What follows belongs to an exercise in optimizing a design on an open flow for small area and a short achievable clock period; a production flow would make more cautious choices. Only simulation tests tie the RTL to the original design; equivalence was not proved. No activity file was given, so power comes from the tool's default toggle rates.

## config.mk

```make
export PLATFORM = sky130hd
export DESIGN_NAME = vga_top
export DESIGN_NICKNAME = vga_top
export VERILOG_FILES = /design/flow/design.v
export SDC_FILE = /design/flow/constraint.sdc
export NUM_CORES = 4
export LEC_CHECK = 0
export CAP_MARGIN = 20
export CORE_MARGIN = 2
export CORE_UTILIZATION = 40
export SLEW_MARGIN = 20
```

## constraint.sdc

```tcl
create_clock -name core_clock -period 30.0 [get_ports {ClkPort}]
set_input_delay 6.0000 -clock core_clock [delete_from_list [all_inputs] [get_ports {ClkPort}]]
set_output_delay 6.0000 -clock core_clock [all_outputs]
set_load 0.01 [all_outputs]
```

## design.v

```verilog
module ee201_debouncer(CLK, RESET, PB, MCEN);
input CLK, RESET;
input PB;
output MCEN;
parameter N_dc = 12;
localparam
 INI     = 3'd0,
 WQ      = 3'd1,
 WH      = 3'd2,
 CCEN_st = 3'd3,
 CCR     = 3'd4,
 WFCR    = 3'd5,
 SCEN_st = 3'd6,
 MCEN_st = 3'd7;
reg [2:0] state;
reg [11:0] debounce_count;
assign MCEN = state[2] & state[1];
wire t_quarter = (debounce_count == 12'h352);
wire t_half    = (debounce_count == 12'hc83);
always @(posedge CLK) begin
	case (state)
	INI, SCEN_st, MCEN_st, CCR: debounce_count <= 12'h001;
	default: debounce_count <= {debounce_count[10:0],
		debounce_count[11] ^ debounce_count[5] ^ debounce_count[3] ^ debounce_count[0]};
	endcase
	if (RESET)
		state <= INI;
	else
		case (state)
		INI:     if (PB) state <= WQ;
		WQ:      if (!PB) state <= INI;
		         else if (t_quarter) state <= SCEN_st;
		SCEN_st: state <= WH;
		WH:      if (!PB) state <= CCR;
		         else if (t_half) state <= MCEN_st;
		MCEN_st: state <= CCEN_st;
		CCEN_st: if (!PB) state <= CCR;
		         else if (t_quarter) state <= MCEN_st;
		CCR:     state <= WFCR;
		WFCR:    if (PB) state <= WH;
		         else if (t_quarter) state <= INI;
		endcase
end
endmodule
`timescale 1ns / 1ps
module game_logic (
	input clk,
	input BtnR,
	input BtnL,
	input BtnC,
	input Reset,
	input rst,
	input [6:0] hq_n,             
	input [3:0] hr_n,
	input [9:0] v_n,
	input stars_n,
	output reg [4:0] colour,      
	output reg [5:0] k,           
	output reg [5:0] bk,          
	output reg bvalid,
	output reg [9:0] ben_v,
	output reg [6:0] eq,          
	output reg [3:0] er,
	output [9:0] enemy1_y,
	output [63:0] bq_all,         
	output [35:0] br_all,
	output [89:0] by_all,
	output [8:0] en_all,
	output [8:0] dead_all,        
	output reg game_over,
	output splash_screen);
	wire o_CCEN, L_MCEN, C_MCEN;
	ee201_debouncer #(.N_dc(12)) ee201_debouncer_1
		(.CLK(clk), .RESET(Reset | rst), .PB(BtnR), .MCEN(o_CCEN));
	ee201_debouncer #(.N_dc(12)) ffee201_debouncer_2
		(.CLK(clk), .RESET(Reset | rst), .PB(BtnL), .MCEN(L_MCEN));
	ee201_debouncer #(.N_dc(12)) ggee201_debouncer_3
		(.CLK(clk), .RESET(Reset | rst), .PB(BtnC), .MCEN(C_MCEN));
	reg [9:1] ey;
	reg [9:1] dead;
	reg [5:0]  div_clk;    
	reg [7:0]  div_clk2;   
	reg [6:0]  div_clk3;   
	reg [17:0] div_clk4;   
	reg g1, g2, g3;        
	reg [12:0] div_clk5;   
	reg [3:0]  wave;       
	reg ben;
	reg bounce;
	reg boundary;
	reg [9:1] en;
	reg [2:0] random_number;
	reg [6:0] bq [1:9];
	reg [3:0] br [1:9];
	reg [9:0] by [1:9];
	assign enemy1_y = {ey, 1'b0};
	assign dead_all = dead;
	assign en_all = en;
	assign splash_screen = &dead;
	genvar gi;
	generate for (gi = 1; gi <= 9; gi = gi + 1) begin : outs
		assign bq_all[7*gi-1 -: 7] = bq[gi];
		assign br_all[4*gi-1 -: 4] = br[gi];
		assign by_all[10*gi-1 -: 10] = by[gi];
	end endgenerate
	wire mvR = o_CCEN;
	wire mvL = ~o_CCEN & L_MCEN;
	wire fire = ~o_CCEN & ~L_MCEN & C_MCEN & ~ben;
	wire kup = mvR & (k <= 6'd60);         
	wire kdn = mvL & (k >= 6'd1);          
	wire [5:0] k1 = kup ? k + 6'd1 : kdn ? k - 6'd1 : k;
	wire ben1 = ben | fire;
	wire tick1 = ben1 & (div_clk == 6'h1a);           
	wire [5:0] div_clk_n = ~ben1 ? div_clk : tick1 ? 6'h01 : {div_clk[4:0], div_clk[5] ^ div_clk[4]};
	wire lost = tick1 & ~fire & (ben_v == 10'd35);
	wire [9:0] bv2 = (fire | lost) ? (tick1 & ~lost ? 10'd399 : 10'd400) :
	                 tick1 ? ben_v - 10'd1 : ben_v;
	wire ben2 = ben1 & ~lost;
	function [2:0] cols;   
		input [5:0] b;
		input [6:0] q;
		input [3:0] r;
		cols = cols_c(b, 18, q, r);
	endfunction
	function [2:0] cols_c;   
		input [5:0] b;
		input integer c;
		input [6:0] q;
		input [3:0] r;
		reg [7:0] u;       
		reg [6:0] t;       
		begin
			u = {2'b0, b} + c - {1'b0, q};
			t = {u[2:0], 3'b0} + {u[2:0], 1'b0} + 7'd9 - {3'b0, r};
			if (u > 8'd7) cols_c = 3'b000;
			else begin
				cols_c[0] = (t >= 7'd34) && (t <= 7'd54);
				cols_c[1] = (t >= 7'd9) && (t <= 7'd29);
				cols_c[2] = (t >= 7'd59) && (t <= 7'd79);
			end
		end
	endfunction
	function [2:0] rows;   
		input [9:0] d;     
		begin
			rows[0] = (d == 10'd20);
			rows[1] = (d == 10'd999);
			rows[2] = (d == 10'd974);
		end
	endfunction
	wire [2:0] oc_bk = bvalid ? cols(bk, eq, er) : 3'b000;
	wire [2:0] oc_k = cols(k, eq, er);
	wire [2:0] oc = fire ? oc_k : oc_bk;
	wire [9:0] dvy = ben_v - enemy1_y;
	wire [2:0] rw_0 = rows(dvy);                     
	wire [2:0] rw_1 = rows(dvy - 10'd1);             
	wire [2:0] arw = rows(10'd400 - enemy1_y);
	wire [2:0] rw_399 = rows(10'd399 - enemy1_y);
	wire [2:0] orw = (fire | lost) ? (tick1 & ~lost ? rw_399 : arw) : tick1 ? rw_1 : rw_0;
	wire [2:0] ac = kup ? cols_c(k, 19, eq, er) : kdn ? cols_c(k, 17, eq, er) : oc_k;
	wire [9:1] hit_o, hit_a;
	generate for (gi = 0; gi < 9; gi = gi + 1) begin : hits
		assign hit_o[gi+1] = oc[gi % 3] & orw[gi / 3] & ~dead[gi+1];
		assign hit_a[gi+1] = ac[gi % 3] & arw[gi / 3] & ~dead[gi+1];
	end endgenerate
	wire [9:1] prior;    
	assign prior[1] = 1'b0;
	generate for (gi = 2; gi <= 9; gi = gi + 1) begin : pre
		assign prior[gi] = prior[gi-1] | hit_o[gi-1];
	end endgenerate
	wire [9:1] killed = (prior & hit_a) | (~prior & hit_o);
	wire any_hit = |hit_o;
	wire [9:1] dead3 = dead | killed;
	reg move_due;
	always @(*)
		case (wave)
		4'd0: move_due = div_clk2 >= 8'd199;
		4'd1: move_due = div_clk2 >= 8'd174;
		4'd2: move_due = div_clk2 >= 8'd149;
		4'd3: move_due = div_clk2 >= 8'd124;
		4'd4: move_due = div_clk2 >= 8'd99;
		4'd5: move_due = div_clk2 >= 8'd74;
		4'd6: move_due = div_clk2 >= 8'd49;
		4'd7: move_due = div_clk2 >= 8'd24;
		4'd8: move_due = 1'b1;
		default: move_due = 1'b0;
		endcase
	wire [7:0] div_clk2_n = move_due ? 8'd0 : div_clk2 + 8'd1;
	wire turn = move_due & bounce;
	wire bnd4 = turn ? ~boundary : boundary;
	wire [9:1] ey4 = turn ? ey + 9'd5 : ey;
	wire [9:0] y4 = {ey4, 1'b0};
	wire at_right = (eq > 7'd76) || (eq == 7'd76 && er >= 4'd3);    
	wire at_left  = (eq < 7'd14) || (eq == 7'd14 && er <= 4'd5);    
	reg [6:0] eq4;
	reg [3:0] er4;
	always @(*)
		if (~move_due) begin
			eq4 = eq; er4 = er;
		end else if (bnd4) begin
			if (er == 4'd9) begin eq4 = eq + 7'd1; er4 = 4'd0; end
			else begin eq4 = eq; er4 = er + 4'd1; end
		end else begin
			if (er == 4'd0) begin eq4 = eq - 7'd1; er4 = 4'd9; end
			else begin eq4 = eq; er4 = er - 4'd1; end
		end
	wire bounce4 = ~move_due ? bounce : bnd4 ? at_right : at_left;
	wire tick3 = (div_clk3 == 7'h35);                  
	wire [6:0] div_clk3_n = tick3 ? 7'h01 : {div_clk3[5:0], div_clk3[6] ^ div_clk3[5]};
	wire c49 = (div_clk4 == 18'h0a1a4), c99 = (div_clk4 == 18'h3aa71);
	wire c149 = (div_clk4 == 18'h08d32), c199 = (div_clk4 == 18'h39925);
	reg fire_due;
	always @(*)
		case (wave)
		4'd0: fire_due = c199;
		4'd1: fire_due = c149 | g3;
		4'd2: fire_due = c99 | g2;
		4'd3: fire_due = c49 | g1;
		4'd4: fire_due = 1'b1;
		default: fire_due = 1'b0;
		endcase
	wire [17:0] div_clk4_n = fire_due ? 18'h00001 : {div_clk4[16:0], div_clk4[17] ^ div_clk4[10]};
	wire [2:0] rn = fire_due ? {random_number[1:0], random_number[2] ^ random_number[1]} : random_number;
	wire [9:1] sel = {rn == 3'd7, rn == 3'd7, rn == 3'd6, rn == 3'd5, rn == 3'd4, rn == 3'd3, rn == 3'd2, rn == 3'd1, rn == 3'd1};
	wire [9:1] shootA = {9{fire_due}} & ~dead & sel;
	wire [9:1] shoot = shootA & ~killed;
	wire [6:0] fq_M = (er4 >= 4'd2) ? eq4 + 7'd1 : eq4;
	wire [3:0] fr_M = (er4 >= 4'd2) ? er4 - 4'd2 : er4 + 4'd8;
	wire [6:0] fq_L = (er4 >= 4'd3) ? eq4 - 7'd1 : eq4 - 7'd2;
	wire [3:0] fr_L = (er4 >= 4'd3) ? er4 - 4'd3 : er4 + 4'd7;
	wire [6:0] fq_R = (er4 >= 4'd7) ? eq4 + 7'd4 : eq4 + 7'd3;
	wire [3:0] fr_R = (er4 >= 4'd7) ? er4 - 4'd7 : er4 + 4'd3;
	wire [9:0] fy_B = y4, fy_M = y4 - 10'd25, fy_T = y4 - 10'd50;
	function pw;
		input [6:0] e0;     
		input integer off;  
		input [3:0] r;
		integer j;
		reg in03;
		begin
			in03 = 1'b0;
			for (j = 0; j <= 3; j = j + 1)
				if (e0 == ((j + off) & 127)) in03 = 1'b1;
			pw = in03 || (e0 == ((4 + off) & 127) && r == 4'd0) ||
			     (e0 == ((off - 1) & 127) && r >= 4'd5);
		end
	endfunction
	function yhit;
		input [9:0] y;
		yhit = (y >= 10'd390) && (y <= 10'd440);
	endfunction
	function pwin3;     
		input [6:0] e0;
		input [3:0] r;
		input up, dn;
		reg ok;
		reg [2:0] l;        
		begin
			ok = (e0[6:3] == 4'b0000 && e0[2:0] <= 3'd5) || (e0[6:1] == 6'b111111);
			l = e0[2:0];
			if (up)         
				pwin3 = ok && ((l >= 3'd1 && l <= 3'd4) || (l == 3'd5 && r == 4'd0) || (l == 3'd0 && r >= 4'd5));
			else if (dn)    
				pwin3 = ok && ((l == 3'd7 || l <= 3'd2) || (l == 3'd3 && r == 4'd0) || (l == 3'd6 && r >= 4'd5));
			else
				pwin3 = ok && ((l <= 3'd3) || (l == 3'd4 && r == 4'd0) || (l == 3'd7 && r >= 4'd5));
		end
	endfunction
	wire [6:0] kb = {1'b0, k} + 7'd14;
	wire [6:0] base_e = eq - kb;
	wire signed [2:0] m_e = ~move_due ? 3'sd0 : (bnd4 ? ((er == 4'd9) ? 3'sd1 : 3'sd0) : ((er == 4'd0) ? -3'sd1 : 3'sd0));
	wire [6:0] e_M = base_e + {{4{m_e[2]}}, m_e} + ((er4 >= 4'd2) ? 7'd1 : 7'd0);
	wire [6:0] e_L = base_e + {{4{m_e[2]}}, m_e} - ((er4 >= 4'd3) ? 7'd1 : 7'd2);
	wire [6:0] e_R = base_e + {{4{m_e[2]}}, m_e} + ((er4 >= 4'd7) ? 7'd4 : 7'd3);
	wire [2:0] xf = {pwin3(e_R, fr_R, kup, kdn), pwin3(e_L, fr_L, kup, kdn), pwin3(e_M, fr_M, kup, kdn)};
	wire [2:0] yf = {yhit(fy_T), yhit(fy_M), yhit(fy_B)};
	wire [9:1] en_n, phit, stop_v;
	wire [9:0] by5_v [1:9];
	wire [6:0] bq_n [1:9];
	wire [3:0] br_n [1:9];
	wire [9:0] by_n [1:9];
	generate for (gi = 1; gi <= 9; gi = gi + 1) begin : eb
		localparam C = (gi - 1) % 3, R = (gi - 1) / 3;
		wire step = tick3 & en[gi];
		wire stop = step & (by[gi] >= 10'd516);
		wire mv = step & ~stop;
		wire [9:0] by5 = mv ? by[gi] + 10'd1 : by[gi];
		assign stop_v[gi] = stop;
		assign by5_v[gi] = by5;
		assign bq_n[gi] = ~shoot[gi] ? bq[gi] : (C == 0) ? fq_M : (C == 1) ? fq_L : fq_R;
		assign br_n[gi] = ~shoot[gi] ? br[gi] : (C == 0) ? fr_M : (C == 1) ? fr_L : fr_R;
		assign by_n[gi] = ~shoot[gi] ? by5 : (R == 0) ? fy_B : (R == 1) ? fy_M : fy_T;
		assign en_n[gi] = shoot[gi] | (en[gi] & ~stop);
		wire vh = mv ? (by[gi] >= 10'd389) && (by[gi] <= 10'd439) : yhit(by[gi]);
		assign phit[gi] = shoot[gi] ? (xf[C] & yf[R]) : (en[gi] & vh & pwin3(bq[gi] - kb, br[gi], kup, kdn));
	end endgenerate
	wire all_dead = &dead3;
	wire wave_end = (div_clk5 == 13'h0b43);
	wire [12:0] div_clk5_n = wave_end ? 13'h0001 : ~all_dead ? div_clk5 :
		{div_clk5[11:0], div_clk5[12] ^ div_clk5[3] ^ div_clk5[2] ^ div_clk5[0]};
	function t_player;    
		input [6:0] hq;
		input [3:0] hr;
		input [9:0] v;
		input [5:0] k;
		reg [7:0] dp;
		begin
			dp = {1'b0, hq} - 8'd14 - {2'b0, k};
			t_player =
				((dp <= 8'd3) && v >= 10'd420 && v <= 10'd440) ||
				((dp == 8'd1 || dp == 8'd2) && v >= 10'd400 && v <= 10'd410) ||
				(((dp == 8'd1 && hr >= 4'd5) || (dp == 8'd2 && hr <= 4'd4)) && v >= 10'd410 && v <= 10'd420);
		end
	endfunction
	function t_bullet;    
		input [6:0] hq;
		input [3:0] hr;
		input [9:0] v;
		input valid;
		input [5:0] b;
		input [9:0] bv;
		reg [7:0] db;
		reg [4:0] dx;
		reg [10:0] dv;    
		begin
			db = {1'b0, hq} - 8'd15 - {2'b0, b};
			dx = (db == 8'd0) ? {1'b0, hr} - 5'd5 : (db == 8'd1) ? {1'b0, hr} + 5'd5 : 5'b11111;
			dv = {1'b0, v} - {1'b0, bv};
			t_bullet = valid && (
				((dx >= 5'd4) && (dx <= 5'd5) && (dv >= 11'd12) && (dv <= 11'd20) && ~dv[10]) ||
				((dx >= 5'd2) && (dx <= 5'd7) && (dv >= 11'd6) && (dv <= 11'd12) && ~dv[10]) ||
				((dx <= 5'd9) && (dv <= 11'd6)) ||
				((dx >= 5'd2) && (dx <= 5'd7) && ((dv >= 11'h7fe) || (dv == 11'd0))));
		end
	endfunction
	function [2:0] t_cols;    
		input [6:0] hq;
		input [3:0] hr;
		input [6:0] q;
		input [3:0] r;
		reg [7:0] u;        
		reg [6:0] t;        
		begin
			u = {1'b0, hq} + 8'd3 - {1'b0, q};
			t = {u[3:0], 3'b0} + {u[3:0], 1'b0} + {3'b0, hr} + 7'd9 - {3'b0, r};
			t_cols[0] = (u <= 8'd8) && (t >= 7'd39) && (t <= 7'd59);
			t_cols[1] = (u <= 8'd8) && (t >= 7'd14) && (t <= 7'd34);
			t_cols[2] = (u <= 8'd8) && (t >= 7'd64) && (t <= 7'd84);
		end
	endfunction
	function [2:0] t_rows;    
		input [9:0] v;        
		input [9:0] y;
		reg [10:0] d;
		begin
			d = {1'b0, v} - {1'b0, y};
			t_rows[0] = ~d[10] && (d <= 11'd20);
			t_rows[1] = (d >= 11'h7e7) && (d <= 11'h7fb);    
			t_rows[2] = (d >= 11'h7ce) && (d <= 11'h7e2);    
		end
	endfunction
	function t_hin;
		input [6:0] hq, hq1;
		input [3:0] hr;
		input [6:0] q;
		input [3:0] r;
		reg [4:0] dh;
		begin
			dh = {1'b0, hr} - {1'b0, r};
			t_hin = (~dh[4] & (dh[3:0] <= 4'd5) & (hq == q)) |
			        (dh[4] & (dh[3:0] >= 4'd6) & (dh[3:0] <= 4'd11) & (hq1 == q));
		end
	endfunction
	function t_vin;
		input [6:0] va, va1;
		input [2:0] vb;
		input [9:0] y;
		reg [3:0] dv;
		begin
			dv = {1'b0, vb} - {1'b0, y[2:0]};
			t_vin = (dv[2:0] <= 3'd5) & (dv[3] ? (va1 == y[9:3]) : (va == y[9:3]));
		end
	endfunction
	wire [6:0] hq1_n = hq_n - 7'd1;
	wire [6:0] va_n = v_n[9:3], va1_n = v_n[9:3] - 7'd1;
	wire [5:0] k_n = wave_end ? 6'd20 : k1;
	wire [6:0] eq_n = wave_end ? 7'd34 : eq4;
	wire [3:0] er_n = wave_end ? 4'd0 : er4;
	wire [9:0] y_n = wave_end ? 10'd84 : y4;
	wire bul_alt = t_bullet(hq_n, hr_n, v_n, 1'b1, k1, 10'd400);
	wire bul_org = t_bullet(hq_n, hr_n, v_n, fire | bvalid, fire ? k : bk, bv2);
	wire [2:0] xin_f, yin_f;     
	wire [9:1] eb_hold, eb_fire;
	generate for (gi = 1; gi <= 9; gi = gi + 1) begin : ebf
		localparam C = (gi - 1) % 3, R = (gi - 1) / 3;
		assign eb_fire[gi] = xin_f[C] & yin_f[R];
		assign eb_hold[gi] = en[gi] & ~stop_v[gi] & t_hin(hq_n, hq1_n, hr_n, bq[gi], br[gi]) &
		                     t_vin(va_n, va1_n, v_n[2:0], by5_v[gi]);
	end endgenerate
	function in8;           
		input [7:0] x;
		input integer off, lo, hi;
		integer j;
		begin
			in8 = 1'b0;
			for (j = lo; j <= hi; j = j + 1)
				if (x == ((j + off) & 255)) in8 = 1'b1;
		end
	endfunction
	function sin11;         
		input [10:0] d;
		input integer lo, hi;
		reg [10:0] x;
		begin
			x = d ^ 11'h400;
			sin11 = (x >= ((lo + 1024) & 2047)) && (x <= ((hi + 1024) & 2047));
		end
	endfunction
	function t_pl;          
		input [7:0] dp;
		input integer off;
		input [3:0] hr;
		input [9:0] v;
		t_pl = (in8(dp, off, 0, 3) && v >= 10'd420 && v <= 10'd440) ||
		       (in8(dp, off, 1, 2) && v >= 10'd400 && v <= 10'd410) ||
		       (((in8(dp, off, 1, 1) && hr >= 4'd5) || (in8(dp, off, 2, 2) && hr <= 4'd4)) && v >= 10'd410 && v <= 10'd420);
	endfunction
	wire [7:0] dp0 = {1'b0, hq_n} - 8'd14 - {2'b0, k};
	wire [7:0] dpw = {1'b0, hq_n} - 8'd34;
	wire p_n = wave_end ? t_pl(dpw, 0, hr_n, v_n) : kup ? t_pl(dp0, 1, hr_n, v_n) :
	           kdn ? t_pl(dp0, -1, hr_n, v_n) : t_pl(dp0, 0, hr_n, v_n);
	function [2:0] t_bx;
		input [7:0] db;
		input integer off;
		input [3:0] hr;
		begin
			t_bx[2] = (in8(db, off, 0, 0) && hr >= 4'd5) || (in8(db, off, 1, 1) && hr <= 4'd4);
			t_bx[1] = (in8(db, off, 0, 0) && hr >= 4'd7) || (in8(db, off, 1, 1) && hr <= 4'd2);
			t_bx[0] = in8(db, off, 0, 0) && hr == 4'd9 || in8(db, off, 1, 1) && hr == 4'd0;
		end
	endfunction
	function [3:0] t_by;
		input [10:0] d;     
		input integer adj;
		begin
			t_by[3] = sin11(d, 12 + adj, 20 + adj);
			t_by[2] = sin11(d, 6 + adj, 12 + adj);
			t_by[1] = sin11(d, 0 + adj, 6 + adj);
			t_by[0] = sin11(d, -2 + adj, 0 + adj);
		end
	endfunction
	function [3:0] t_byc;   
		input [9:0] v;
		input [9:0] y;
		begin
			t_byc[3] = v >= y + 10'd12 && v <= y + 10'd20;
			t_byc[2] = v >= y + 10'd6 && v <= y + 10'd12;
			t_byc[1] = v >= y && v <= y + 10'd6;
			t_byc[0] = v >= y - 10'd2 && v <= y;
		end
	endfunction
	function t_bul;
		input [2:0] x;
		input [3:0] y;
		t_bul = (x[0] & y[3]) | (x[1] & y[2]) | (x[2] & y[1]) | (x[1] & y[0]);
	endfunction
	wire [7:0] dbk = {1'b0, hq_n} - 8'd15 - {2'b0, bk};
	wire [7:0] dbs = {1'b0, hq_n} - 8'd15 - {2'b0, k};
	wire [10:0] dvb = {1'b0, v_n} - {1'b0, ben_v};
	wire [2:0] bx_bk = t_bx(dbk, 0, hr_n), bx_k = t_bx(dbs, 0, hr_n);
	wire [2:0] bx_kp = t_bx(dbs, 1, hr_n), bx_km = t_bx(dbs, -1, hr_n);
	wire [3:0] by_0 = t_by(dvb, 0), by_1 = t_by(dvb, -1);
	wire [3:0] by_400 = t_byc(v_n, 10'd400), by_399 = t_byc(v_n, 10'd399);
	wire [2:0] bx_o = fire ? bx_k : bx_bk;
	wire [3:0] by_o = (fire | lost) ? (tick1 & ~lost ? by_399 : by_400) : tick1 ? by_1 : by_0;
	wire [2:0] bx_a = kup ? bx_kp : kdn ? bx_km : bx_k;
	wire bu_n = any_hit ? t_bul(bx_a, by_400) : ((fire | bvalid) & t_bul(bx_o, by_o));
	wire bb_n = any_hit | fire | lost | (tick1 ? ben_v >= 10'd400 : ben_v >= 10'd399);
	function [2:0] t_cl;
		input [7:0] u;
		input [6:0] te;
		input integer s;    
		begin
			t_cl[0] = (u <= 8'd8) && (te >= 7'd39 + s) && (te <= 7'd59 + s);
			t_cl[1] = (u <= 8'd8) && (te >= 7'd14 + s) && (te <= 7'd34 + s);
			t_cl[2] = (u <= 8'd8) && (te >= 7'd64 + s) && (te <= 7'd84 + s);
		end
	endfunction
	wire [7:0] ue = {1'b0, hq_n} + 8'd3 - {1'b0, eq};
	wire [6:0] te = {ue[3:0], 3'b0} + {ue[3:0], 1'b0} + {3'b0, hr_n} + 7'd9 - {3'b0, er};
	wire [2:0] c_n = wave_end ? t_cols(hq_n, hr_n, 7'd34, 4'd0) : ~move_due ? t_cl(ue, te, 0) :
	                 bnd4 ? t_cl(ue, te, 1) : t_cl(ue, te, -1);
	function [2:0] t_rw;
		input [10:0] d;
		input integer sh;
		begin
			t_rw[0] = sin11(d, 0 + sh, 20 + sh);
			t_rw[1] = sin11(d, -25 + sh, -5 + sh);
			t_rw[2] = sin11(d, -50 + sh, -30 + sh);
		end
	endfunction
	wire [10:0] dye = {1'b0, v_n} - {1'b0, enemy1_y};
	wire [2:0] r_n = wave_end ? t_rows(v_n, 10'd84) : turn ? t_rw(dye, 10) : t_rw(dye, 0);
	function [2:0] t_fx;    
		input [7:0] u;
		input [6:0] te;
		input integer s;
		begin
			t_fx[0] = (u <= 8'd8) && (te >= 7'd47 + s) && (te <= 7'd52 + s);
			t_fx[1] = (u <= 8'd8) && (te >= 7'd26 + s) && (te <= 7'd31 + s);
			t_fx[2] = (u <= 8'd8) && (te >= 7'd72 + s) && (te <= 7'd77 + s);
		end
	endfunction
	function [2:0] t_fy;    
		input [10:0] d;
		input integer sh;
		begin
			t_fy[0] = sin11(d, 0 + sh, 5 + sh);
			t_fy[1] = sin11(d, -25 + sh, -20 + sh);
			t_fy[2] = sin11(d, -50 + sh, -45 + sh);
		end
	endfunction
	assign xin_f = ~move_due ? t_fx(ue, te, 0) : bnd4 ? t_fx(ue, te, 1) : t_fx(ue, te, -1);
	assign yin_f = turn ? t_fy(dye, 10) : t_fy(dye, 0);
	wire [9:1] e_n = {c_n[2] & r_n[2], c_n[1] & r_n[2], c_n[0] & r_n[2],
	                  c_n[2] & r_n[1], c_n[1] & r_n[1], c_n[0] & r_n[1],
	                  c_n[2] & r_n[0], c_n[1] & r_n[0], c_n[0] & r_n[0]};
	wire [9:1] b_n = (shoot & eb_fire) | (~shoot & eb_hold);
	wire [9:1] dead_n = wave_end ? 9'd0 : dead3;
	wire go_n = game_over | (|phit);
	wire splash_n = &dead_n;
	wire e_any = |e_n;
	wire e_white = |(e_n & ~dead_n & 9'b111111110);
	wire e_green = e_n[1] & ~dead_n[1];
	wire [9:1] b_first;
	assign b_first[1] = b_n[1];
	generate for (gi = 2; gi <= 9; gi = gi + 1) begin : bf
		assign b_first[gi] = b_n[gi] & ~|b_n[gi-1:1];
	end endgenerate
	wire b_any = |b_n;
	wire b_white = |(b_first & ~dead_n);
	wire low_white = e_any ? e_white : b_any ? b_white : stars_n;
	wire low_green = e_any & e_green;
	wire [4:0] col_n =
		go_n ? 5'b11010 :
		splash_n ? 5'b01100 :
		p_n ? 5'b00011 :
		bu_n ? (bb_n ? 5'b00000 : 5'b10000) :
		low_green ? 5'b01100 :
		low_white ? 5'b11111 : 5'b00000;
	always @(posedge clk)
		colour <= col_n;
	integer i;
	always @(posedge clk) begin
		for (i = 1; i <= 9; i = i + 1) begin
			bq[i] <= bq_n[i];
			br[i] <= br_n[i];
			by[i] <= by_n[i];
		end
		if (rst) begin
			k <= 6'd20;             
			bk <= 6'd0;
			bvalid <= 1'b0;
			ben_v <= 10'd0;
			eq <= 7'd34;            
			er <= 4'd0;
			ey <= 9'd42;            
			dead <= 9'd0;
			game_over <= 1'b0;
			div_clk <= 6'h01;
			div_clk2 <= 8'd0;
			div_clk3 <= 7'h01;
			div_clk4 <= 18'h00001;
			g1 <= 1'b0; g2 <= 1'b0; g3 <= 1'b0;
			div_clk5 <= 13'h0001;
			wave <= 4'd0;
			ben <= 1'b0;
			bounce <= 1'b1;
			boundary <= 1'b0;
			en <= 9'd0;
			random_number <= 3'd1;
		end else begin
			ben_v <= any_hit ? 10'd400 : bv2;
			if (any_hit) begin
				bk <= k1; bvalid <= 1'b1;
			end else if (fire) begin
				bk <= k; bvalid <= 1'b1;
			end
			ben <= ben2 & ~any_hit;
			div_clk <= div_clk_n;
			div_clk2 <= div_clk2_n;
			div_clk3 <= div_clk3_n;
			div_clk4 <= div_clk4_n;
			g1 <= ~fire_due & (g1 | c49);
			g2 <= ~fire_due & (g2 | c99);
			g3 <= ~fire_due & (g3 | c149);
			div_clk5 <= div_clk5_n;
			random_number <= rn;
			boundary <= bnd4;
			en <= en_n;
			game_over <= game_over | (|phit);
			if (wave_end) begin
				if (wave != 4'd9) wave <= wave + 4'd1;
				dead <= 9'd0;
				k <= 6'd20;
				eq <= 7'd34;
				er <= 4'd0;
				ey <= 9'd42;
				bounce <= 1'b1;
			end else begin
				dead <= dead3;
				k <= k1;
				eq <= eq4;
				er <= er4;
				ey <= ey4;
				bounce <= bounce4;
			end
		end
	end
endmodule
module display_controller(
	input clk,
	input rst,
	output reg hSync, vSync,
	output reg bright,
	output reg [6:0] hq_n,       
	output reg [3:0] hr_n,
	output reg [9:0] v_n,
	output reg bright_n,         
	output stars_n,              
	output [1:0] div_out
	);
	reg [1:0] div;
	wire clk25_en = (div == 2'd0);
	assign div_out = div;
	reg [4:0] s17, v17;
	reg [3:0] v13;
	reg h_end;       
	reg v_more;      
	reg h_vis;       
	always @(posedge clk)
		if (rst)
			div <= 2'd0;
		else
			div <= div + 2'd1;
	wire n_end = (hq_n == 7'd79) && (hr_n == 4'd9);
	reg [6:0] hq_s;
	reg [3:0] hr_s;
	reg [9:0] v_s;
	always @(*) begin
		hq_s = hq_n; hr_s = hr_n; v_s = v_n;
		if (!n_end) begin
			if (hr_n == 4'd9) begin hr_s = 0; hq_s = hq_n + 7'd1; end
			else hr_s = hr_n + 4'd1;
		end else begin
			hq_s = 0; hr_s = 0;
			v_s = (v_n < 10'd524) ? v_n + 10'd1 : 10'd0;
		end
	end
	always @(posedge clk) begin
		if (rst) begin
			hq_n <= 7'd0;
			hr_n <= 4'd1;
			v_n <= 10'd0;
		end else if (div == 2'd3) begin
			hq_n <= hq_s;
			hr_n <= hr_s;
			v_n <= v_s;
		end
		if (rst) begin
			hSync <= 1'b1;
			vSync <= 1'b1;
			h_end <= 1'b0;
			v_more <= 1'b1;
			h_vis <= 1'b0;
		end else if (div == 2'd0) begin
			hSync <= (hq_n < 7'd9) || (hq_n == 7'd9 && hr_n < 4'd6);    
			vSync <= v_n < 10'd2;
			h_end <= n_end;
			v_more <= v_n < 10'd524;
			h_vis <= ((hq_n > 7'd14) || (hq_n == 7'd14 && hr_n > 4'd3)) &&
			         ((hq_n < 7'd78) || (hq_n == 7'd78 && hr_n < 4'd4)) &&
			         v_n > 10'd34 && v_n < 10'd516;
		end
	end
	wire [4:0] v17_inc = (v17 == 5'd16) ? 5'd0 : v17 + 5'd1;
	reg [4:0] s17_n;
	reg [3:0] v13_n;
	always @(*) begin
		s17_n = s17; v13_n = v13;
		if (clk25_en) begin
			if (!h_end)
				s17_n = (s17 == 5'd16) ? 5'd0 : s17 + 5'd1;
			else if (v_more) begin
				s17_n = v17_inc;
				v13_n = (v13 == 4'd12) ? 4'd0 : v13 + 4'd1;
			end else begin
				s17_n = 0; v13_n = 0;
			end
		end
	end
	assign stars_n = (s17_n == 5'd0) && (v13_n == 4'd0);
	always @(posedge clk) begin
		s17 <= rst ? 5'd0 : s17_n;
		v13 <= rst ? 4'd0 : v13_n;
		if (rst)
			v17 <= 0;
		else if (clk25_en && h_end)
			v17 <= v_more ? v17_inc : 5'd0;
	end
	always @(*)
		if (rst)
			bright_n = 0;
		else if (clk25_en)
			bright_n = h_vis;
		else
			bright_n = bright;
	always @(posedge clk)
		bright <= bright_n;
endmodule
`timescale 1ns / 1ps
module vga_bitchange(
	input clk,
	input rst,
	input bright,
	input BtnC,
	input button,
	input BtnR,
	input BtnL,
	input [6:0] hq_n,
	input [3:0] hr_n,
	input [9:0] v_n,
	input stars_n,
	output reg [11:0] rgb,
	output [15:0] score
	);
	parameter BLACK = 12'b0000_0000_0000;
	parameter WHITE = 12'b1111_1111_1111;
	parameter RED   = 12'b1111_0000_0000;
	parameter GREEN = 12'b0000_1111_0000;
	parameter BLUE  = 12'b0000_0000_1111;
	parameter PINK  = 12'b1111_1100_1101;
	wire [4:0] colour;
	wire game_over, splash_screen;
	wire [8:0] dead;
	assign score = 16'd0;
	game_logic gl(.clk(clk), .rst(rst), .BtnR(BtnR), .BtnL(BtnL), .BtnC(BtnC), .Reset(button),
		.hq_n(hq_n), .hr_n(hr_n), .v_n(v_n), .stars_n(stars_n),
		.colour(colour),
		.k(), .bk(), .bvalid(), .ben_v(), .eq(), .er(), .enemy1_y(),
		.bq_all(), .br_all(), .by_all(), .en_all(), .dead_all(dead),
		.game_over(game_over), .splash_screen(splash_screen));
	always @(*)
		rgb = {12{bright}} & {{4{colour[4]}}, {2{colour[3]}}, {2{colour[2]}}, {2{colour[1]}}, colour[0], colour[1]};
endmodule
module counter(
	input clk,
	input rst,
	input [15:0] displayNumber,
	input [1:0] low,             
	output reg [3:0] anode,
	output [6:0] ssdOut
	);
	reg [8:0] refresh_hi;        
	wire [8:0] refresh_n = rst ? 9'd0 : (low == 2'b11) ? refresh_hi + 9'd1 : refresh_hi;
	always @(posedge clk) begin
		refresh_hi <= refresh_n;
		case (refresh_n[8:7])
		2'b00: anode <= 4'b0111;
		2'b01: anode <= 4'b1011;
		2'b10: anode <= 4'b1101;
		2'b11: anode <= 4'b1110;
		endcase
	end
	assign ssdOut = 7'b0000001;
endmodule
`timescale 1ns / 1ps
module vga_top(
	input ClkPort,
	input Reset,
	input BtnC,
	input BtnU,
	input BtnR,
	input BtnL,
	output hSync, vSync,
	output [3:0] vgaR, vgaG, vgaB,
	output An0, An1, An2, An3, An4, An5, An6, An7,
	output Ca, Cb, Cc, Cd, Ce, Cf, Cg, Dp,
	output QuadSpiFlashCS
	);
	wire bright;
	wire [6:0] hq_n;
	wire [3:0] hr_n;
	wire [9:0] v_n;
	wire [15:0] score;
	wire [6:0] ssdOut;
	wire [3:0] anode;
	wire [11:0] rgb;
	wire [1:0] div;
	wire bright_n, stars_n;
	display_controller dc(.clk(ClkPort), .rst(Reset), .hSync(hSync), .vSync(vSync), .bright(bright),
		.hq_n(hq_n), .hr_n(hr_n), .v_n(v_n), .bright_n(bright_n), .stars_n(stars_n), .div_out(div));
	vga_bitchange vbc(.clk(ClkPort), .rst(Reset), .bright(bright), .BtnC(BtnC), .button(BtnU), .BtnR(BtnR), .BtnL(BtnL),
		.hq_n(hq_n), .hr_n(hr_n), .v_n(v_n), .stars_n(stars_n), .rgb(rgb), .score(score));
	counter cnt(.clk(ClkPort), .rst(Reset), .displayNumber(score), .low(div), .anode(anode), .ssdOut(ssdOut));
	assign Dp = 1;
	assign {Ca, Cb, Cc, Cd, Ce, Cf, Cg} = ssdOut[6:0];
	assign {An7, An6, An5, An4, An3, An2, An1, An0} = {4'b1111, anode};
	assign vgaR = rgb[11:8];
	assign vgaG = rgb[7:4];
	assign vgaB = rgb[3:0];
	assign QuadSpiFlashCS = 1'b1;
endmodule
```

## run.sh

```bash
#!/bin/bash
# synth_recipe.tcl (not shown) runs the flow's synth.tcl, then flattens the netlist and writes it again
# the make line also repeats each setting of config.mk as NAME=value (left out here)
make -C /OpenROAD-flow-scripts/flow DESIGN_CONFIG=/design/flow/config.mk WORK_HOME=/design/flow/orfs CLKGATE_MAP_FILE= SYNTH_SCRIPT=/design/flow/synth_recipe.tcl finish
```

==> impl_metrics.yaml, run 1 <==
outcome:
  outcome: "timing/DRC/antenna clean"
floorplanning:
  io_pins: 37
  die_h_um: 326
  row_count: 118
  dieArea_um2: 106000
  die_w_um: 326
  core_um2: 103000
  initial_utilization_pct: 40.2
worst_setup_path:
  critPathMaxFanout: 4
  startpoint_type: "flip-flop"
  crit_end: "vgaR[1]"
  cp.arrival_ns: 1.84
  startpoint: "vbc.gl.colour[4]"
  crit_type: "reg -> out"
  r2r-start: "vbc.gl.k[0]"
  crit_path_end_kind: "output port"
  rr_worst_depth: 23
  worstReg2RegEnd: "vbc.gl.colour[4]"
  r2r_slack_ns: 22.43
  required_ns: 24.00
clocking:
  clkTransAtPathRegs_ns: 0.06
  htree_num_levels: 2
  clock-sinks: 422
  tritoncts.num_buffers: 50
  cts_hold_buf: 0
  cts_buffer_depth: 3
  cts_tree: "built"
  post_cts_resized: 0
  post-cts-setup-buffers: 0
  cts-root-buf: "clkbuf_16"
  clk_latency_ns: 0.64
layout:
  finalNonFillerCells: 6445
  antenna-diode-count: 0
  num-fill-cells: 10315
  nNetsFinal: 5496
  drive_gt1_share_pct: 6.14
  area_delta_synth_final_pct: 8.43
  fin_area_um2: 44900
global_route:
  grt_first_pass_wirelength_um: 208000
  antenna_found_initial: 5
  overflow: 0
  grtUsageTotal_pct: 24.9
  grt_max_degree: 52
  grt_pass1_vias: 35606
routing:
  post-route-drc-count: 0
  first_iter_violations: 3317
  via_per_inst: 5.86
  drt-total-wl_um: 136000
  postRouteAntennaNets: 0
  vias: 37737
  wl_per_cell_um: 21.2
  firstDrtPassIters: 8
timing:
  fin_crit_sh_pct: 26.1
  hold_viol: 0
  drv_slew: 0
  tightest_slew_ns: 1.19
  fin_crit_ns: 7.84
  clock.fmax_ghz: 0.127
  tns_ns: 0
  fin_worst_skew_ns: 0.0530
  maxSlewHeadroom_pct: 20.5
  setup_ws_ns: 22.16
  grt_setup_unrepaired: "false"
  setup_viol: 0
pwr:
  p_total_w: 0.00150
  peakVddDrop_mv: 0.0431
  p_leak_nw: 18.0
  p_per_area_nw_per_um2: 33.3
placement:
  place_area_um2: 43200
  dpl.hpwl_um: 103000
  place_inst: 6354
  gp_congestion: 0.958
  pre_cts_ws_ns: 21.96
  port_buffers: 23
synth:
  synthCells: 5081
  synth_cell_types: 131
  synth_area_um2: 41400
  synth_edf_count: 99
  yosysMostFrequentCell: "ha_1"
  synth_common_cells: "ha_1, nor2_1, inv_1, xnor2_1, nand2_1"
  synth_area_leaders: "dfxtp_1, ha_1, edfxtp_1, xnor2_1, xor2_1"
  async_flop_share_pct: 0
  yosysWarnings: 8
  synth_seq_cells: 422
  syn_area_per_cell_um2: 8.16
  synthFlopType: "dfxtp_1"
  synth_top_area_cell: "dfxtp_1"
  seq_area_frac_synth_pct: 22.8
  synth_top_cell_area_share_pct: 15.6
job:
  maxCapViolCount: 0
min_path:
  hp-class: "reg -> reg"
-- placed cells by master (no fill, tap or decap), types with 68 or more instances in the layout --
cell,count
ha_1,403
nor3_1,152
nand4_1,80
nor2_1,397
dfxtp_1,321
mux2i_1,135
xnor2_1,335
nand2_1,335
and3_1,68
xor2_1,210
a31oi_1,69
inv_1,383
and2_1,96
a21oi_1,297
buf_4,78
edfxtp_1,99
nand3_1,166
o21ai_0,219
nor4_1,72
-- logic make-up after synthesis --
logic type | share of synthesized area, %
DFF | 22.8
adders and majority gates | 15.2
muxes | 3.74
buffers and inverters | 5.82
and+or+nand+nor | 22.0
AOI/OAI and AO/OA | 18.5
xor gates and xnor gates | 12.0
other | 0.0181
-- per-stage QoR --
stage	util, %	hold WS, ns
final	43.5	0.437
after global routing	43.5	0.463
after CTS	43.5	0.442
after detailed placement	41.8	0.428
after global placement	41.8	0.419
after floorplan	-	0.402
-- critical path, stage by stage, from the launching register on --
cell and delay, ns:
dfxtp_1 0.41, and2_1 0.23, clkdlybuf4s50_1 0.56
-- flip-flops by register name, indices dropped and copies added (netlist names), 12 cells and up --
name	count
vbc.gl.bq	63
vbc.gl.br	36
vbc.gl.by	90
vbc.gl.div_clk4	18
vbc.gl.div_clk5	13
vbc.gl.ee201_debouncer_1.debounce_count	12
vbc.gl.ffee201_debouncer_2.debounce_count	12
vbc.gl.ggee201_debouncer_3.debounce_count	12
-- cell type report --
class	count	area, um^2	share of cell area [%]
Sequential cell	422	9440	21.0
Clock inverter	29	410	0.913
Tap cell	1380	1730	3.84
Clock buffer	62	1340	2.97
Multi-Input combinational cell	4062	29700	66.2
Inverter	390	1470	3.27
Timing Repair Buffer	100	806	1.79
-- how the worst min path moves through the flow --
stage                     slack [ns]                                      endpoint  cells past startpoint                                         start
after floorplan                 0.40                                     dc.div[0]                      1                                     dc.div[0]
after detailed placement        0.43                                     dc.div[0]                      1                                     dc.div[0]
final                           0.44                                     dc.div[0]                      1                                     dc.div[0]
after CTS                       0.44                                     dc.div[0]                      1                                     dc.div[0]
after global routing            0.46  vbc.gl.ggee201_debouncer_3.debounce_count[2]                      1  vbc.gl.ggee201_debouncer_3.debounce_count[1]
after global placement          0.42                                     dc.div[0]                      1                                     dc.div[0]
-- report_power, final --
| group | switching [W] | internal, W |
|---|---|---|
| clock | 0.000272 | 0.000394 |
| sequential | 0.00000988 | 0.000587 |
| combinational | 0.000141 | 0.0000916 |
-- metal layers --
layer	routed length [um]	vias up	part of all wire [%]	global-route usage, %
met5	27	-	0.020	0
met4	5700	4	4.2	9.61
met3	10100	279	7.4	3.79
met2	61100	1369	45	40.7
met1	59400	18003	44	33.1
li1	-	18082	-	-
==> run 2: changes to the inputs <==
--- a/design.v
+++ b/design.v
@@ -53,6 +53,7 @@
 	input [6:0] hq_n,             
 	input [3:0] hr_n,
 	input [9:0] v_n,
+	input bright_n,              
 	input stars_n,
 	output reg [4:0] colour,      
 	output reg [5:0] k,           
@@ -542,6 +543,7 @@
 	wire low_white = e_any ? e_white : b_any ? b_white : stars_n;
 	wire low_green = e_any & e_green;
 	wire [4:0] col_n =
+		~bright_n ? 5'b00000 :
 		go_n ? 5'b11010 :
 		splash_n ? 5'b01100 :
 		p_n ? 5'b00011 :
@@ -549,7 +551,10 @@
 		low_green ? 5'b01100 :
 		low_white ? 5'b11111 : 5'b00000;
 	always @(posedge clk)
-		colour <= col_n;
+		if (rst)
+			colour <= 5'b00000;
+		else
+			colour <= col_n;
 	integer i;
 	always @(posedge clk) begin
 		for (i = 1; i <= 9; i = i + 1) begin
@@ -709,20 +714,18 @@
 			v17 <= v_more ? v17_inc : 5'd0;
 	end
 	always @(*)
-		if (rst)
-			bright_n = 0;
-		else if (clk25_en)
+		if (clk25_en)
 			bright_n = h_vis;
 		else
 			bright_n = bright;
 	always @(posedge clk)
-		bright <= bright_n;
+		bright <= rst ? 1'b0 : bright_n;
 endmodule
 `timescale 1ns / 1ps
 module vga_bitchange(
 	input clk,
 	input rst,
-	input bright,
+	input bright_n,
 	input BtnC,
 	input button,
 	input BtnR,
@@ -745,13 +748,13 @@
 	wire [8:0] dead;
 	assign score = 16'd0;
 	game_logic gl(.clk(clk), .rst(rst), .BtnR(BtnR), .BtnL(BtnL), .BtnC(BtnC), .Reset(button),
-		.hq_n(hq_n), .hr_n(hr_n), .v_n(v_n), .stars_n(stars_n),
+		.hq_n(hq_n), .hr_n(hr_n), .v_n(v_n), .bright_n(bright_n), .stars_n(stars_n),
 		.colour(colour),
 		.k(), .bk(), .bvalid(), .ben_v(), .eq(), .er(), .enemy1_y(),
 		.bq_all(), .br_all(), .by_all(), .en_all(), .dead_all(dead),
 		.game_over(game_over), .splash_screen(splash_screen));
 	always @(*)
-		rgb = {12{bright}} & {{4{colour[4]}}, {2{colour[3]}}, {2{colour[2]}}, {2{colour[1]}}, colour[0], colour[1]};
+		rgb = {{4{colour[4]}}, {2{colour[3]}}, {2{colour[2]}}, {2{colour[1]}}, colour[0], colour[1]};
 endmodule
 module counter(
 	input clk,
@@ -800,7 +803,7 @@
 	wire bright_n, stars_n;
 	display_controller dc(.clk(ClkPort), .rst(Reset), .hSync(hSync), .vSync(vSync), .bright(bright),
 		.hq_n(hq_n), .hr_n(hr_n), .v_n(v_n), .bright_n(bright_n), .stars_n(stars_n), .div_out(div));
-	vga_bitchange vbc(.clk(ClkPort), .rst(Reset), .bright(bright), .BtnC(BtnC), .button(BtnU), .BtnR(BtnR), .BtnL(BtnL),
+	vga_bitchange vbc(.clk(ClkPort), .rst(Reset), .bright_n(bright_n), .BtnC(BtnC), .button(BtnU), .BtnR(BtnR), .BtnL(BtnL),
 		.hq_n(hq_n), .hr_n(hr_n), .v_n(v_n), .stars_n(stars_n), .rgb(rgb), .score(score));
 	counter cnt(.clk(ClkPort), .rst(Reset), .displayNumber(score), .low(div), .anode(anode), .ssdOut(ssdOut));
 	assign Dp = 1;
==> run 2 against run 1 <==
  * Still clean
  * Synthesized cell count shrank 1.6%
  * Count of clock-buffer cells in the layout grew 3
  * Clock skew shrank 0.012 ns
  * Worst setup slack lost 0.28 ns
  * Critical path type is now reg -> reg
  * Critical endpoint is now vbc.gl.colour[2]
  * Largest cell class unchanged
  * Highest routed layer unchanged
==> impl_metrics.yaml, run 2 <==
synth:
  yosysMostFrequentCell: "ha_1"
  synth_area_leaders: "dfxtp_1, ha_1, xnor2_1, edfxtp_1, xor2_1"
  synth_edf_count: 99
  synth_seq_cells: 422
  synth_top_cell_area_share_pct: 15.9
  async_flop_share_pct: 0
  synth_area_um2: 40700
  synthCells: 5000
  synthFlopType: "dfxtp_1"
  yosysWarnings: 8
  synth_top_area_cell: "dfxtp_1"
  synth_common_cells: "ha_1, nor2_1, inv_1, xnor2_1"
  syn_area_per_cell_um2: 8.14
  seq_area_frac_synth_pct: 23.2
  synth_cell_types: 117
timing:
  drv_slew: 0
  grt_setup_unrepaired: "false"
  tightest_slew_ns: 1.25
  fin_worst_skew_ns: 0.0406
  fin_crit_ns: 8.12
  fin_crit_sh_pct: 27.1
  setup_viol: 0
  setup_ws_ns: 21.88
  fin_hold_ws_ns: 0.446
  hold_viol: 0
  tns_ns: 0
  maxSlewHeadroom_pct: 15.5
  clock.fmax_ghz: 0.123
global_route:
  grtUsageTotal_pct: 25.5
  antenna_found_initial: 4
  grt_first_pass_wirelength_um: 207000
  grt_pass1_vias: 34701
  grt_max_degree: 58
  overflow: 0
clocking:
  post_cts_resized: 0
  cts_buffer_depth: 3
  clock-sinks: 422
  cts_hold_buf: 0
  clk_latency_ns: 0.64
  cts_tree: "built"
  tritoncts.num_buffers: 52
  htree_num_levels: 2
  post-cts-setup-buffers: 0
  cts-root-buf: "clkbuf_16"
  clkTransAtPathRegs_ns: 0.06
floorplanning:
  die_w_um: 323
  core_um2: 101000
  row_count: 117
  die_h_um: 323
  dieArea_um2: 104000
  initial_utilization_pct: 40.2
  io_pins: 37
pwr:
  switching_share_pct: 27.9
  internal_power_w: 0.00105
  p_per_area_nw_per_um2: 33.0
  power_frac_seq_pct: 40.7
  p_leak_nw: 18.3
  power_frac_comb_pct: 13.6
  peakVddDrop_mv: 0.0559
  clkPwrFrac_pct: 45.7
  p_sw_w: 0.000408
worst_setup_path:
  startpoint_type: "flip-flop"
  slowest_stage: "dfxtp_1"
  critPathMaxFanout: 16
  crit_type: "reg -> reg"
  required_ns: 30.55
  cpMostUsedCell: "ha_1"
  cp.arrival_ns: 8.67
  crit_path_end_kind: "flip-flop"
  max_stage_delay_ns: 0.94
routing:
  first_iter_violations: 3441
  drt-total-wl_um: 137000
  firstDrtPassIters: 6
  vias: 37559
  post-route-drc-count: 0
  wl_per_cell_um: 21.5
  via_per_inst: 5.89
  postRouteAntennaNets: 0
placement:
  pre_cts_ws_ns: 21.81
  port_buffers: 23
  gp_congestion: 0.948
  place_area_um2: 42500
  dpl.hpwl_um: 103000
layout:
  largest_reg_flops: 90
  largest-register: "vbc.gl.by"
  drive_gt1_share_pct: 5.57
  final_common_cell: "ha_1"
  top_regs: "vbc.gl.by x90, vbc.gl.bq x63, vbc.gl.br x36"
  area_delta_synth_final_pct: 8.78
  fin_area_um2: 44300
  antenna-diode-count: 0
  final_cell_mix: "ha_1, nor2_1, inv_1"
  nNetsFinal: 5441
min_path:
  hp-class: "reg -> reg"
job:
  maxCapViolCount: 0
outcome:
  outcome: "timing/DRC/antenna clean"
[run 2: layout make-up]
type	instances	area, um^2
Multi-Input combinational cell	4020	29100
Clock inverter	31	383
Fill cell	10258	57000
Inverter	369	1390
Clock buffer	65	1380
Sequential cell	422	9440
Tap cell	1368	1710
Timing Repair Buffer	106	851
[run 2: logic make-up after synthesis]
kind of cell / share of synthesized area, %
compound gates: 18.5
xor+xnor: 12.6
mux: 3.08
fa+ha+maj: 15.4
simple gates: 21.7
buf+inv: 5.49
flops: 23.2
other cells: 0.0185
[run 2: worst max-delay path, delay by kind of cell (launching register included)]
kind / cells / cell delay [ns]
and+or+nand+nor: 8 / 1.92
xor gates and xnor gates: 2 / 0.83
DFF: 1 / 0.94
AOI/OAI and AO/OA: 9 / 1.36
adders and majority gates: 6 / 2.53
buffers and inverters: 3 / 0.48
[run 2: path summary, 6_finish.rpt]
kind                                                start                                           end  slack [ns]  cells past startpoint
max                                            dc.hq_n[1]                              vbc.gl.colour[2]       21.88                     28
min          vbc.gl.ggee201_debouncer_3.debounce_count[1]  vbc.gl.ggee201_debouncer_3.debounce_count[2]        0.45                      1
max reg2reg                                    dc.hq_n[1]                              vbc.gl.colour[2]       21.88                     28
min reg2reg  vbc.gl.ggee201_debouncer_3.debounce_count[1]  vbc.gl.ggee201_debouncer_3.debounce_count[2]        0.45                      1
[run 2: per-stage QoR]
step | instances | utilization, % | total power (W)
after floorplan | 5011 | - | 0.000754
after global placement | 6285 | 42.0 | 0.000801
after detailed placement | 6285 | 42.0 | 0.000801
after CTS | 6381 | 43.7 | 0.00147
after global routing | 6381 | 43.7 | 0.00152
final | 6381 | 43.7 | 0.00146
[run 2: routing by layer]
metal	GRT usage (%)	vias to the layer above	wire [um]
met5	0	-	41
met4	10.9	2	6350
met3	2.89	246	10100
met2	40.4	1479	60200
met1	34.9	17976	60200
li1	-	17856	-
[run 2: power groups by stage]
stage | clock (W) | sequential (W) | combinational, W
2_1_floorplan | 0 | 0.000604 | 0.000150
4_1_cts | 0.000678 | 0.000594 | 0.000197
6_report | 0.000668 | 0.000594 | 0.000199
3_3_place_gp | 0 | 0.000606 | 0.000195
5_1_grt | 0.000700 | 0.000595 | 0.000220
3_5_place_dp | 0 | 0.000606 | 0.000195
==> run 3: changes to the inputs <==
==> flow/run.sh (new file) <==
#!/bin/bash
# The standard layout, with plain buffers (sky130_fd_sc_hd__buf_2) on the
# ports instead of the delay cells ORFS's port buffering picks by default.
# Everything else is the standard flow's own flow (standard.sh) unchanged.
set -euo pipefail
export BUFFER_PORTS_ARGS="-buffer_cell sky130_fd_sc_hd__buf_2"
bash standard.sh "BUFFER_PORTS_ARGS=${BUFFER_PORTS_ARGS}" finish > standard_flow.log 2>&1
==> standard.sh (new file) <==
#!/bin/bash
# synth_recipe.tcl (not shown) runs the flow's synth.tcl, then flattens the netlist and writes it again
# the make line also repeats each setting of config.mk as NAME=value (left out here)
make -C /OpenROAD-flow-scripts/flow DESIGN_CONFIG=/design/flow/config.mk WORK_HOME=/design/flow/orfs CLKGATE_MAP_FILE= SYNTH_SCRIPT=/design/flow/synth_recipe.tcl "${@:-finish}"
removed: run.sh
==> run 3 against run 2 <==
  * Still clean on timing, DRC and antenna
  * Die area unchanged
  * Worst hold slack worse by 0.0059 ns
  * Non-clock buffer count did not move
  * Routed wire length grew 0.14%
  * Final cell count about the same
  * Via count is 0.74% lower
  * Total power increased by 3.7%
  * Clock power up 8.1%
  * Sequential power is essentially flat
  * First-iteration DRC count up 0.38%
  * Flip-flop and latch count did not move
  * Fmax increased by 0.68%
  * Critical path type unchanged
  * Largest power group unchanged
  * Highest routed layer is now met4
==> impl_metrics.yaml, run 3 <==
outcome:
  outcome: "timing/DRC/antenna clean"
pwr:
  p_per_area_nw_per_um2: 34.2
  peakVddDrop_mv: 0.0408
  p_leak_nw: 18.4
  p_total_w: 0.00152
synth:
  synth_edf_count: 99
  yosysMostFrequentCell: "ha_1"
  yosysWarnings: 8
  synth_cell_types: 117
  synth_area_leaders: "dfxtp_1, ha_1, xnor2_1, edfxtp_1, xor2_1"
  synth_top_area_cell: "dfxtp_1"
  synth_common_cells: "ha_1, nor2_1, inv_1, xnor2_1"
  synth_seq_cells: 422
  seq_area_frac_synth_pct: 23.2
  synth_area_um2: 40700
  syn_area_per_cell_um2: 8.14
  synthCells: 5000
  synthFlopType: "dfxtp_1"
  synth_top_cell_area_share_pct: 15.9
  async_flop_share_pct: 0
global_route:
  grt_max_degree: 54
  overflow: 0
  grtUsageTotal_pct: 25.8
  antenna_found_initial: 2
  grt_first_pass_wirelength_um: 209000
  grt_pass1_vias: 35029
placement:
  gp_congestion: 0.953
  port_buffers: 23
  dpl.hpwl_um: 103000
layout:
  nNetsFinal: 5441
  largest-register: "vbc.gl.by"
  final_cell_mix: "ha_1, nor2_1, inv_1"
  top_regs: "vbc.gl.by x90, vbc.gl.bq x63, vbc.gl.br x36"
  final_common_cell: "ha_1"
  largest_reg_flops: 90
  drive_gt1_share_pct: 6.11
  area_delta_synth_final_pct: 8.87
  fin_util_pct: 43.7
worst_setup_path:
  cpMostUsedCell: "ha_1"
  max_stage_delay_ns: 0.94
  startpoint_type: "flip-flop"
  crit_buf_inv: 3
  crit_type: "reg -> reg"
  crit_path_end_kind: "flip-flop"
  required_ns: 30.54
  slowest_stage: "dfxtp_1"
  cp.arrival_ns: 8.61
  critPathMaxFanout: 16
  path_delay_family: "adder cells"
timing:
  maxSlewHeadroom_pct: 25.0
  tns_ns: 0
  fin_crit_sh_pct: 26.9
  hold_viol: 0
  tightest_slew_ns: 1.12
  clock.fmax_ghz: 0.124
  grt_setup_unrepaired: "false"
  fin_crit_ns: 8.07
  setup_viol: 0
  drv_slew: 0
  fin_worst_skew_ns: 0.0273
floorplanning:
  dieArea_um2: 104000
  die_h_um: 323
  io_pins: 37
  die_w_um: 323
  initial_utilization_pct: 40.2
  core_um2: 101000
  row_count: 117
clocking:
  cts-root-buf: "clkbuf_16"
  cts_hold_buf: 0
  clock-sinks: 422
  post-cts-setup-buffers: 0
  clkTransAtPathRegs_ns: 0.07
  tritoncts.num_buffers: 52
  post_cts_resized: 0
  cts_buffer_depth: 3
  clk_latency_ns: 0.63
  cts_tree: "built"
  htree_num_levels: 2
routing:
  wl_per_cell_um: 21.5
  post-route-drc-count: 0
  postRouteAntennaNets: 0
  via_per_inst: 5.84
  firstDrtPassIters: 8
  vias: 37282
  first_iter_violations: 3454
  drt-total-wl_um: 137000
job:
  maxCapViolCount: 0
min_path:
  hp-class: "reg -> reg"
[run 3: per-stage QoR]
| step | cells | setup WS (ns) | cell area (um^2) | hold slack [ns] |
|---|---|---|---|---|
| floorplan | 5011 | 22.89 | 40700 | 0.402 |
| global placement | 6285 | 21.84 | 42400 | 0.415 |
| detailed placement | 6285 | 21.83 | 42400 | 0.428 |
| CTS | 6380 | 22.13 | 44300 | 0.444 |
| global route | 6380 | 21.40 | 44300 | 0.468 |
| finish | 6382 | 21.93 | 44300 | 0.440 |
[run 3: metal layers]
layer / share of wire [%] / global-route usage [%]
met1: 45 / 35.7
met2: 43 / 40.3
met3: 7.1 / 3.03
met4: 4.7 / 11.1
met5: 0 / 0
[run 3: kinds of logic (layout without fill, tap and decap cells)]
kind of cell	count (synthesis)	after routing	share of synthesized area, %
AO/OA/AOI/OAI	1145	1145	18.5
XOR/XNOR	578	578	12.6
adder cells (fa/ha/maj)	466	466	15.4
buffers and inverters	569	570	5.49
flip-flops	422	422	23.2
multiplexers	124	124	3.08
other	2	15	0.0185
AND/OR/NAND/NOR	1694	1694	21.7
[run 3: cell type report]
type / instances / area, um^2
fillers: 10077 / 57000
multi-input cells: 4020 / 29100
flip-flops and latches: 422 / 9440
well taps: 1368 / 1710
clock buffers: 59 / 1400
inverters: 369 / 1390
repair buffers: 106 / 741
clock inverters: 36 / 514
diodes: 2 / 5.00
[run 3: path summary, 6_finish.rpt]
| kind | from | endpoint | slack [ns] | cells past startpoint |
|---|---|---|---|---|
| worst min-delay path | vbc.gl.ggee201_debouncer_3.debounce_count[1] | vbc.gl.ggee201_debouncer_3.debounce_count[2] | 0.44 | 1 |
| worst max register to register | dc.hq_n[1] | vbc.gl.colour[2] | 21.93 | 28 |
| worst max-delay path | dc.hq_n[1] | vbc.gl.colour[2] | 21.93 | 28 |
| worst min register to register | vbc.gl.ggee201_debouncer_3.debounce_count[1] | vbc.gl.ggee201_debouncer_3.debounce_count[2] | 0.44 | 1 |
[run 3: report_power, final]
group	total [W]	leakage, nW	internal (W)	switching, W
registers	0.000595	3.48	0.000587	0.00000802
clock network	0.000722	0.944	0.000439	0.000283
logic	0.000198	14.0	0.0000776	0.000121
total	0.00152	18.4	0.00110	0.000412

## separate check: timing with driven ports
Ports are ideal in the flow. The routed layouts listed here were re-timed in OpenROAD.
Step 1, drivers: a clkbuf_16 drives ClkPort and a buf_2 each remaining input, both assumed.
Step 2 also shifts input and output timing later by t, the mid clock arrival at the registers, as if the neighbouring blocks saw the same clock.
Slacks: ideal ports / drivers / drivers and shift; pairs: ideal ports / drivers.
run | shift t [ns] | setup WS [ns] | worst setup path after step 2 | worst data-port slew with drivers (ns)
run 1 | 0.692 | 22.156 / 22.082 / 21.951 | input to register | 0.03
run 2 | 0.682 | 21.876 / 21.876 / 21.799 | input to register | 0.04
run 3 | 0.688 | 21.931 / 21.931 / 21.822 | input to register | 0.04
After both steps every run listed still meets setup and hold. For run 1, which loses most, drivers alone change the setup slack by -0.074 ns; drivers and shift together by -0.205 ns.
